Source: an optimization exercise on an open RTL-to-GDS flow (aim: small area). Production flows keep margins and buffers that such runs may drop.
In this exercise RTL edits were held to simulation tests only and were not proved equivalent to the original.
Power and IR drop assume default switching activity.

Setup of job 101:
==> flow/design.v (excerpt) <==
module CHIP #(                                                                                  
    parameter BIT_W = 32                                                                        
)(                                                                                              
        input               i_clk,                                                              
        input               i_rst_n,                                                            
        input  [BIT_W-1:0]  i_IMEM_data,                                                        
        output [BIT_W-1:0]  o_IMEM_addr,                                                        
        output              o_IMEM_cen,                                                         
        input               i_DMEM_stall,                                                       
        input  [BIT_W-1:0]  i_DMEM_rdata,                                                       
        output              o_DMEM_cen,                                                         
  ...
For scale: about 2200 cells after synthesis, about 28000 um^2 of cells after synthesis.
==> flow/config.mk <==
export PLATFORM = sky130hd
export DESIGN_NAME = CHIP
export DESIGN_NICKNAME = CHIP
export VERILOG_FILES = /design/flow/design.v
export SDC_FILE = /design/flow/constraint.sdc
export NUM_CORES = 4
export LEC_CHECK = 0
export ABC_AREA = 1
export CAP_MARGIN = 20
export CORE_MARGIN = 2
export CORE_UTILIZATION = 30
export SLEW_MARGIN = 20
==> flow/constraint.sdc <==
create_clock -name core_clock -period 20.0 [get_ports {i_clk}]
set_input_delay 4.0000 -clock core_clock [delete_from_list [all_inputs] [get_ports {i_clk}]]
set_output_delay 4.0000 -clock core_clock [all_outputs]
set_load 0.01 [all_outputs]
standard.sh (not shown) runs the stock make flow with config.mk's settings and CLKGATE_MAP_FILE= SYNTH_SCRIPT=/design/flow/synth_recipe.tcl, a recipe that flattens the netlist after the stock synthesis.
==> flow/flow/run.sh <==
#!/bin/bash
# The standard ORFS layout (standard.sh), with three changes:
#  - ABC maps for area only (a copy of ORFS's scripts with its own abc_area.script);
#  - CTS without dummy loads, clkbuf_4 buffers and bounded sink clusters;
#  - buf_1 cells as the port buffers.
# make's full output goes to flow_make.log; each tool's log is under orfs/logs/.
set -euo pipefail
rm -rf scripts_local
cp -r "$FLOW_HOME/scripts" scripts_local
printf '%s\n' strash dch 'map -a' topo 'stime -c' 'buffer -c' 'upsize -c' 'dnsize -c' > scripts_local/abc_area.script
export SCRIPTS_DIR="$PWD/scripts_local"
export CTS_ARGS="-sink_clustering_enable -repair_clock_nets -dont_use_dummy_load -buf_list sky130_fd_sc_hd__clkbuf_4 -sink_clustering_size 10 -sink_clustering_max_diameter 50"
export BUFFER_PORTS_ARGS="-buffer_cell sky130_fd_sc_hd__buf_1"
bash standard.sh > flow_make.log 2>&1
Input changes introduced in job 102 (baseline for comparison: job 101):
-- flow/flow/run.sh --
<<< job 101, line 10
printf '%s\n' strash dch 'map -a' topo 'stime -c' 'buffer -c' 'upsize -c' 'dnsize -c' > scripts_local/abc_area.script
>>> job 102, line 10
printf '%s\n' '&get -n' '&st' '&dch' '&nf -R 1000' '&put' > scripts_local/abc_area.script
### Flow results
- Summary — global routing met3 resource utilization, job 102 relative to job 101: lower, by 0.33 points.
- The met1 wire length number comes out lower for job 102 vs job 101.
- The more densely filled core belongs to job 102, not job 101.

* * *

The RTL this note starts from:
==> flow/design.v <==
module CHIP #(                                                                                  
    parameter BIT_W = 32                                                                        
)(                                                                                              
        input               i_clk,                                                              
        input               i_rst_n,                                                            
        input  [BIT_W-1:0]  i_IMEM_data,                                                        
        output [BIT_W-1:0]  o_IMEM_addr,                                                        
        output              o_IMEM_cen,                                                         
        input               i_DMEM_stall,                                                       
        input  [BIT_W-1:0]  i_DMEM_rdata,                                                       
        output              o_DMEM_cen,                                                         
        output              o_DMEM_wen,                                                         
        output [BIT_W-1:0]  o_DMEM_addr,                                                        
        output [BIT_W-1:0]  o_DMEM_wdata,                                                       
        output              o_finish,                                                           
        input               i_cache_finish,                                                     
        output              o_proc_finish                                                       
);                                                                                              
    localparam [3:0] S_INIT  = 4'd0,   
                     S_F0    = 4'd1,   
                     S_F1    = 4'd2,
                     S_F2    = 4'd3,
                     S_MREQ  = 4'd4,   
                     S_MWAIT = 4'd5,
                     S_MDONE = 4'd6,
                     S_WB    = 4'd7,   
                     S_IT    = 4'd8;   
    reg  [2:0]  ph;                    
    reg  [3:0]  fs;                    
    wire        ph0  = (ph == 3'd0);
    wire        ph7  = (ph == 3'd7);
    wire        init = (fs == S_INIT);
    wire [31:0] ins = i_IMEM_data;     
    wire d_ecall = ins[6] & ins[4];
    wire d_br    = ins[6] & ~ins[4] & ~ins[2];
    wire d_jal   = ins[3];
    wire d_jalr  = ins[6] & ~ins[3] & ins[2];
    wire d_auipc = ~ins[6] & ins[2];
    wire d_op    = ~ins[6] & ins[5] & ins[4];
    wire d_opimm = ~ins[6] & ~ins[5] & ins[4] & ~ins[2];
    wire d_load  = ~ins[6] & ~ins[5] & ~ins[4];
    wire d_store = ~ins[6] & ins[5] & ~ins[4];
    reg  [31:0] imm;
    always @(*) begin
        if (d_store)      imm = {{20{ins[31]}}, ins[31:25], ins[11:7]};
        else if (d_br)    imm = {19'b0, ins[31], ins[7], ins[30:25], ins[11:8], 1'b0};
        else if (d_auipc) imm = {{12{ins[19]}}, ins[19:12], 12'b0};
        else if (d_jal)   imm = {{12{ins[19]}}, ins[19:12], ins[20], ins[30:21], 1'b0};
        else              imm = {{20{ins[31]}}, ins[31:20]};
    end
    wire [3:0] immd = imm[ph*4 +: 4];
    reg  [31:0] pc;                    
    reg  [31:0] ar;                    
    reg  [31:0] dr;                    
    reg  [2:0]  off;                   
    reg         c, ic, c2, z, t, mbit, mnext;
    reg  [4:0]  cnt;
    reg  [1:0]  xsel;                  
    reg  [2:0]  ysel;                  
    reg         sub, lop, rdwe, wdinc, pcinc, pcR, cin_t, slti_t, br_t, mcap, cnt_ld, cnt_dec, cap;
    reg  [3:0]  fs_n;
    wire [4:0]  ridx = ((fs == S_F0) & (d_op | d_br | d_store)) ? ins[24:20] : ins[19:15];
    wire [127:0] bots;
    wire [3:0]  A = bots[ridx*4 +: 4];
    wire [3:0]  P = pc[3:0];
    wire [3:0]  dtap = dr[off*4 +: 4];
    wire [3:0]  accL = {ar[2:0], c2 & ~ph0};
    wire [3:0]  accR = {ar[4] & ~ph7, ar[3:1]};
    wire [3:0]  X = (xsel == 2'd1) ? A : (xsel == 2'd2) ? P : 4'd0;
    reg  [3:0]  Yr;
    always @(*) begin
        case (ysel)
            3'd1:    Yr = immd;
            3'd2:    Yr = dtap;
            3'd3:    Yr = accL;
            3'd4:    Yr = accR;
            default: Yr = 4'd0;
        endcase
    end
    wire        cin = ph0 ? (sub | (cin_t & t)) : c;
    wire [4:0]  sum = X + (Yr ^ {4{sub}}) + cin;
    wire [3:0]  R = lop ? (ins[12] ? (X & Yr) : (X ^ Yr)) : sum[3:0];
    wire        zc = (ph0 | z) & (sum[3:0] == 4'd0);
    wire [4:0]  incs = P + (ph0 ? 4'd4 : {3'd0, ic});
    wire [3:0]  wdv = wdinc ? incs[3:0] : R;
    wire [4:0]  cntm1 = cnt - 5'd1;
    always @(*) begin
        xsel = 2'd0; ysel = 3'd0; sub = 1'b0; lop = 1'b0; rdwe = 1'b0; wdinc = 1'b0;
        pcinc = 1'b0; pcR = 1'b0; cin_t = 1'b0; slti_t = 1'b0; br_t = 1'b0; mcap = 1'b0;
        cnt_ld = 1'b0; cnt_dec = 1'b0; cap = 1'b0;
        fs_n = fs;
        case (fs)
            S_INIT: if (ph7) fs_n = S_F0;
            S_F0: begin
                if (d_opimm) begin
                    if (ins[12]) begin                        
                        xsel = ins[24] ? 2'd0 : 2'd1;
                        if (ins[24] | ~|ins[23:20]) begin rdwe = 1'b1; pcinc = 1'b1; end
                        else begin cnt_ld = 1'b1; if (ph7) fs_n = S_IT; end
                    end else if (ins[13]) begin               
                        xsel = 2'd1; ysel = 3'd1; sub = 1'b1; slti_t = 1'b1;
                        if (ph7) fs_n = S_F1;
                    end else begin                            
                        xsel = 2'd1; ysel = 3'd1; rdwe = 1'b1; pcinc = 1'b1;
                    end
                end else if (d_load) begin
                    xsel = 2'd1; ysel = 3'd1; pcinc = 1'b1;
                    if (ph7) fs_n = S_MREQ;
                end else if (d_store | d_br) begin
                    if (ph7) fs_n = S_F1;
                end else if (d_op) begin
                    if (ins[25]) begin                        
                        mcap = ph7; cnt_ld = 1'b1;
                        if (ph7) fs_n = S_IT;
                    end else if (ph7) fs_n = S_F1;
                end else if (d_jal) begin
                    xsel = 2'd2; ysel = 3'd1; pcR = 1'b1; rdwe = 1'b1; wdinc = 1'b1;
                end else if (d_jalr) begin
                    xsel = 2'd1; rdwe = 1'b1;
                    if (ph7) fs_n = S_F1;
                end else if (d_auipc) begin
                    xsel = 2'd2; ysel = 3'd1; rdwe = 1'b1; pcinc = 1'b1;
                end
            end
            S_F1: begin
                if (d_opimm) begin                            
                    cin_t = 1'b1; rdwe = 1'b1; pcinc = 1'b1;
                    if (ph7) fs_n = S_F0;
                end else if (d_store) begin
                    xsel = 2'd1; ysel = 3'd1; pcinc = 1'b1;
                    if (ph7) fs_n = S_MREQ;
                end else if (d_op) begin
                    xsel = 2'd1; ysel = 3'd2; sub = ins[30]; lop = ins[14]; rdwe = 1'b1; pcinc = 1'b1;
                    if (ph7) fs_n = S_F0;
                end else if (d_br) begin
                    xsel = 2'd1; ysel = 3'd2; sub = 1'b1; br_t = 1'b1;
                    if (ph7) fs_n = S_F2;
                end else begin                                
                    xsel = 2'd1; ysel = 3'd1; pcR = 1'b1;
                    if (ph7) fs_n = S_F0;
                end
            end
            S_F2: begin                                       
                xsel = 2'd2; ysel = 3'd1;
                if (t) pcR = 1'b1; else pcinc = 1'b1;
                if (ph7) fs_n = S_F0;
            end
            S_MREQ, S_MWAIT: begin
                if (!i_DMEM_stall) begin
                    cap = 1'b1;
                    fs_n = ph7 ? (d_load ? S_WB : S_F0) : S_MDONE;
                end else fs_n = S_MWAIT;
            end
            S_MDONE: if (ph7) fs_n = d_load ? S_WB : S_F0;
            S_WB: begin
                ysel = 3'd2; rdwe = 1'b1;
                if (ph7) fs_n = S_F0;
            end
            S_IT: begin
                if (d_op) begin                               
                    xsel = mbit ? 2'd1 : 2'd0; ysel = 3'd3;
                    mcap = (ph == cntm1[4:2]);
                end else begin                                
                    ysel = ins[14] ? 3'd4 : 3'd3;
                end
                if (cnt == 5'd0) begin
                    rdwe = 1'b1; pcinc = 1'b1;
                    if (ph7) fs_n = S_F0;
                end else cnt_dec = ph7;
            end
            default: fs_n = S_INIT;
        endcase
    end
    wire [3:0] x2d = ph0 ? 4'h0 : ph7 ? 4'hb : 4'hf;
    wire [3:0] x3d = (ph == 3'd3) ? 4'h8 : ph7 ? 4'h1 : 4'h0;
    wire [3:0] pcd = {3'b0, ph == 3'd4};
    assign bots[3:0] = 4'd0;
    genvar g;
    generate
        for (g = 1; g < 32; g = g + 1) begin : RF
            reg  [31:0] q;
            wire we = init | (rdwe & (ins[11:7] == g));
            wire [3:0] d = init ? ((g == 2) ? x2d : (g == 3) ? x3d : 4'd0) : wdv;
            always @(posedge i_clk) q <= {we ? d : q[3:0], q[31:4]};
            assign bots[g*4 +: 4] = q[3:0];
        end
    endgenerate
    wire       mcsrc = (fs == S_F0) ? A[3] : dtap[cntm1[1:0]];
    wire       mnew  = mcap ? mcsrc : mnext;
    always @(posedge i_clk) begin
        pc    <= {init ? pcd : pcR ? R : pcinc ? incs[3:0] : P, pc[31:4]};
        ar    <= {R, ar[31:4]};
        dr    <= cap ? i_DMEM_rdata : {(fs == S_F0) ? A : dr[3:0], dr[31:4]};
        off   <= cap ? ph + 3'd1 : (fs == S_F0) ? 3'd0 : off;
        c     <= sum[4];
        ic    <= incs[4];
        c2    <= ar[3];
        z     <= zc;
        if (ph7 & slti_t) t <= (X[3] ^ Yr[3]) ? X[3] : sum[3];
        if (ph7 & br_t)   t <= (ins[14] ? sum[3] : zc) ^ ins[12];
        mnext <= mnew;
        if (ph7) mbit <= mnew;
        if (cnt_ld)       cnt <= d_op ? 5'd31 : {1'b0, ins[23:20]} - 5'd1;
        else if (cnt_dec) cnt <= cntm1;
    end
    always @(posedge i_clk or negedge i_rst_n) begin
        if (!i_rst_n) begin
            ph <= 3'd0;
            fs <= S_INIT;
        end else begin
            ph <= ph + 3'd1;
            fs <= fs_n;
        end
    end
    assign o_IMEM_addr   = pc;
    assign o_IMEM_cen    = (fs == S_F0) & ph0;
    assign o_DMEM_cen    = (fs == S_MREQ);
    assign o_DMEM_wen    = d_store;
    assign o_DMEM_addr   = ar;
    assign o_DMEM_wdata  = dr;
    assign o_proc_finish = (fs == S_F0) & d_ecall;
    assign o_finish      = i_cache_finish;
endmodule
==> flow/config.mk <==
export PLATFORM = sky130hd
export DESIGN_NAME = CHIP
export DESIGN_NICKNAME = CHIP
export VERILOG_FILES = /design/flow/design.v
export SDC_FILE = /design/flow/constraint.sdc
export NUM_CORES = 4
export LEC_CHECK = 0
export CAP_MARGIN = 20
export CORE_MARGIN = 2
export CORE_UTILIZATION = 60
export PLACE_DENSITY = 0.7
export SLEW_MARGIN = 20
==> flow/constraint.sdc <==
create_clock -name core_clock -period 20.0 [get_ports {i_clk}]
set_input_delay 4.0000 -clock core_clock [delete_from_list [all_inputs] [get_ports {i_clk}]]
set_output_delay 4.0000 -clock core_clock [all_outputs]
set_load 0.01 [all_outputs]
==> flow/flow/run.sh <==
#!/bin/bash
# Standard ORFS layout with: CTS without dummy loads, small clock buffers with
# bounded sink clusters, and buf_1 cells as the port buffers.
set -euo pipefail
export CTS_ARGS="-sink_clustering_enable -repair_clock_nets -dont_use_dummy_load -buf_list sky130_fd_sc_hd__clkbuf_4 -sink_clustering_size 12 -sink_clustering_max_diameter 40"
export BUFFER_PORTS_ARGS="-buffer_cell sky130_fd_sc_hd__buf_1"
bash standard.sh > flow_make.log 2>&1
Rerun with:
==> flow/run.sh (new file) <==
#!/bin/bash
# synth_recipe.tcl (not shown) runs the flow's synth.tcl, then flattens the netlist and writes it again
# the make line also repeats each setting of config.mk as NAME=value (left out here)
make -C /OpenROAD-flow-scripts/flow DESIGN_CONFIG=/design/flow/config.mk WORK_HOME=/design/flow/orfs CLKGATE_MAP_FILE= SYNTH_SCRIPT=/design/flow/synth_recipe.tcl finish
- CORE_UTILIZATION: 60 -> 30
- PLACE_DENSITY: 0.7 -> not set
removed: flow/flow/run.sh
removed: flow/standard.sh
- utilization drops by 28 points
- via count stays flat
- routed wire length increases by 4.2%
- non-clock buffer count drops by 2
- count of clock-buffer cells in the layout went up by 24
Rerun with:
- CTS_BUF_LIST: not set -> sky130_fd_sc_hd__clkbuf_4
What happened:
- worst hold slack got worse by 0.040 ns
- wire length rises by 2.6%
- power falls by 4.5%
- die area does not change
- via count rises by 6.8%
- synthesized cell count does not change
- final area falls by 0.74%
- combinational power barely changes
- flip-flop and latch count is unchanged
- area after synthesis stays the same
- worst setup slack improved by 0.044 ns
Rerun with:
==> flow/flow/run.sh (new file) <==
#!/bin/bash
# Standard ORFS layout with: CTS without dummy loads, small clock buffers with
# bounded sink clusters, and buf_1 cells as the port buffers.
set -euo pipefail
export CTS_ARGS="-sink_clustering_enable -repair_clock_nets -dont_use_dummy_load -buf_list sky130_fd_sc_hd__clkbuf_4 -sink_clustering_size 10 -sink_clustering_max_diameter 50"
export BUFFER_PORTS_ARGS="-buffer_cell sky130_fd_sc_hd__buf_1"
bash standard.sh > flow_make.log 2>&1
==> flow/standard.sh (new file) <==
#!/bin/bash
# synth_recipe.tcl (not shown) runs the flow's synth.tcl, then flattens the netlist and writes it again
# the make line also repeats each setting of config.mk as NAME=value (left out here)
make -C /OpenROAD-flow-scripts/flow DESIGN_CONFIG=/design/flow/config.mk WORK_HOME=/design/flow/orfs CLKGATE_MAP_FILE= SYNTH_SCRIPT=/design/flow/synth_recipe.tcl "${@:-finish}"
- CTS_BUF_LIST: sky130_fd_sc_hd__clkbuf_4 -> not set
removed: flow/run.sh
Effect: Final cell count came out lower by a little under a tenth; area after synthesis stays the same; first-iteration DRC count goes up by a quarter to a third; sequential power barely changes; via count goes down by a few percent.

* * *

CHIP with an RTL version that a note above also has.
For scale: about 2000 cells after synthesis, about 1100 flip-flops, roughly 170 I/O pins, ~0.027 mm^2 of cells after synthesis.
Settings: LEC_CHECK=0, ABC_AREA=1, CAP_MARGIN=5, CORE_MARGIN=2, CORE_UTILIZATION=30, SLEW_MARGIN=5; clock period 20.0 ns.
==> flow/flow/run.sh <==
#!/bin/bash
# The standard ORFS layout (standard.sh), with three changes:
#  - ABC maps for area only (a copy of ORFS's scripts with its own abc_area.script);
#  - CTS without dummy loads, clkbuf_4 buffers and bounded sink clusters;
#  - buf_1 cells as the port buffers.
# make's full output goes to flow_make.log; each tool's log is under orfs/logs/.
set -euo pipefail
rm -rf scripts_local
cp -r "$FLOW_HOME/scripts" scripts_local
printf '%s\n' '&get -n' '&st' '&dch' '&nf -R 1000' '&put' > scripts_local/abc_area.script
export SCRIPTS_DIR="$PWD/scripts_local"
export CTS_ARGS="-sink_clustering_enable -repair_clock_nets -dont_use_dummy_load -buf_list sky130_fd_sc_hd__clkbuf_4 -sink_clustering_size 11 -sink_clustering_max_diameter 50"
export BUFFER_PORTS_ARGS="-buffer_cell sky130_fd_sc_hd__buf_1"
bash standard.sh > flow_make.log 2>&1
The first run passed the timing, DRC and antenna checks.
==> next run, changes <==
==> flow/flow/run.sh (replaced) <==
#!/bin/bash
# Standard ORFS layout with: CTS without dummy loads, small clock buffers with
# bounded sink clusters, and buf_1 cells as the port buffers.
set -euo pipefail
export CTS_ARGS="-sink_clustering_enable -repair_clock_nets -dont_use_dummy_load -buf_list sky130_fd_sc_hd__clkbuf_4 -sink_clustering_size 10 -sink_clustering_max_diameter 50"
export BUFFER_PORTS_ARGS="-buffer_cell sky130_fd_sc_hd__buf_1"
bash standard.sh > flow_make.log 2>&1
- CAP_MARGIN: 5 -> 20
- SLEW_MARGIN: 5 -> 20
Combinational power drops by 3.6%.
Cell count climbs by 12%.
Utilization stays flat.
Sequential cell count does not change.
Final area climbs by 3.4%.
Global-route usage climbs by 1.0 points.
Clock skew climbs by 0.027 ns.
Synthesized area climbs by 3.9%.
Routed wire length climbs by 12%.
Power drops by 2.5%.
Worst setup slack gains 3.5 ns.
==> next run, changes <==
==> flow/flow/run.sh (replaced) <==
#!/bin/bash
# The standard ORFS layout (standard.sh), with three changes:
#  - ABC maps for area only (a copy of ORFS's scripts with its own abc_area.script);
#  - CTS without dummy loads, clkbuf_4 buffers and bounded sink clusters;
#  - buf_1 cells as the port buffers.
# make's full output goes to flow_make.log; each tool's log is under orfs/logs/.
set -euo pipefail
rm -rf scripts_local
cp -r "$FLOW_HOME/scripts" scripts_local
printf '%s\n' '&get -n' '&st' '&dch' '&nf -R 1000' '&put' > scripts_local/abc_area.script
export SCRIPTS_DIR="$PWD/scripts_local"
export CTS_ARGS="-sink_clustering_enable -repair_clock_nets -dont_use_dummy_load -buf_list sky130_fd_sc_hd__clkbuf_4 -sink_clustering_size 11 -sink_clustering_max_diameter 50"
export BUFFER_PORTS_ARGS="-buffer_cell sky130_fd_sc_hd__buf_1"
bash standard.sh > flow_make.log 2>&1
- GPL_ROUTABILITY_DRIVEN: not set -> 0
- GPL_TIMING_DRIVEN: not set -> 0
- The new run finished clean
- sequential power climbs by a few percent
- final cell count drops by roughly a tenth
- total power climbs by a few percent
- synthesized area drops by a few percent
- setup slack loses 5.0 ns
- fmax drops by a quarter to a third
- global-route usage drops by 1.1 points
- core utilization climbs by 0.16 points
- die area drops by a few percent
- synthesized cell count drops by about a fifth
- routed wire length drops by roughly a tenth

what the ideal ports hide:
How much do the figures lean on ideal ports? The routed layouts below were timed once more, with nothing changed but the port constraints. Step 1 sets driving cells, clkbuf_16 on the clock port and buf_2 on the other inputs (assumed; they add their load-dependent delay and slew). Step 2, shift: input delay + t, output delay - t, t = (earliest + latest rising clock arrival at the registers) / 2. This alone moves slack from input paths to output paths. Slacks: no drivers / after step 1 / after step 2; pairs: no drivers / after step 1.
run	t (ns)	setup slack, ns	hold WS [ns]	worst data-port slew with drivers (ns)
job 101	0.982	9.324 / 9.354 / 8.372	0.248 / 0.248 / 0.248	0.13
job 102	0.996	7.397 / 7.441 / 6.445	0.274 / 0.274 / 0.274	0.09
the first run of note 2	0.874	10.323 / 10.350 / 9.476	0.263 / 0.263 / 0.263	0.06
the second run of note 2	0.700	9.444 / 9.464 / 8.764	0.314 / 0.314 / 0.314	0.12
the third run of note 2	1.081	9.488 / 9.452 / 8.685	0.274 / 0.274 / 0.274	0.11
the fourth run of note 2	0.984	10.501 / 10.532 / 9.558	0.264 / 0.264 / 0.264	0.13
the first run of note 3	0.904	7.325 / 7.361 / 6.457	0.264 / 0.264 / 0.264	0.09
the second run of note 3	0.968	10.787 / 10.823 / 9.855	0.265 / 0.265 / 0.265	0.09
the third run of note 3	0.895	5.809 / 5.845 / 4.950	0.283 / 0.283 / 0.283	0.09
After both steps setup and hold are still met in every run listed.
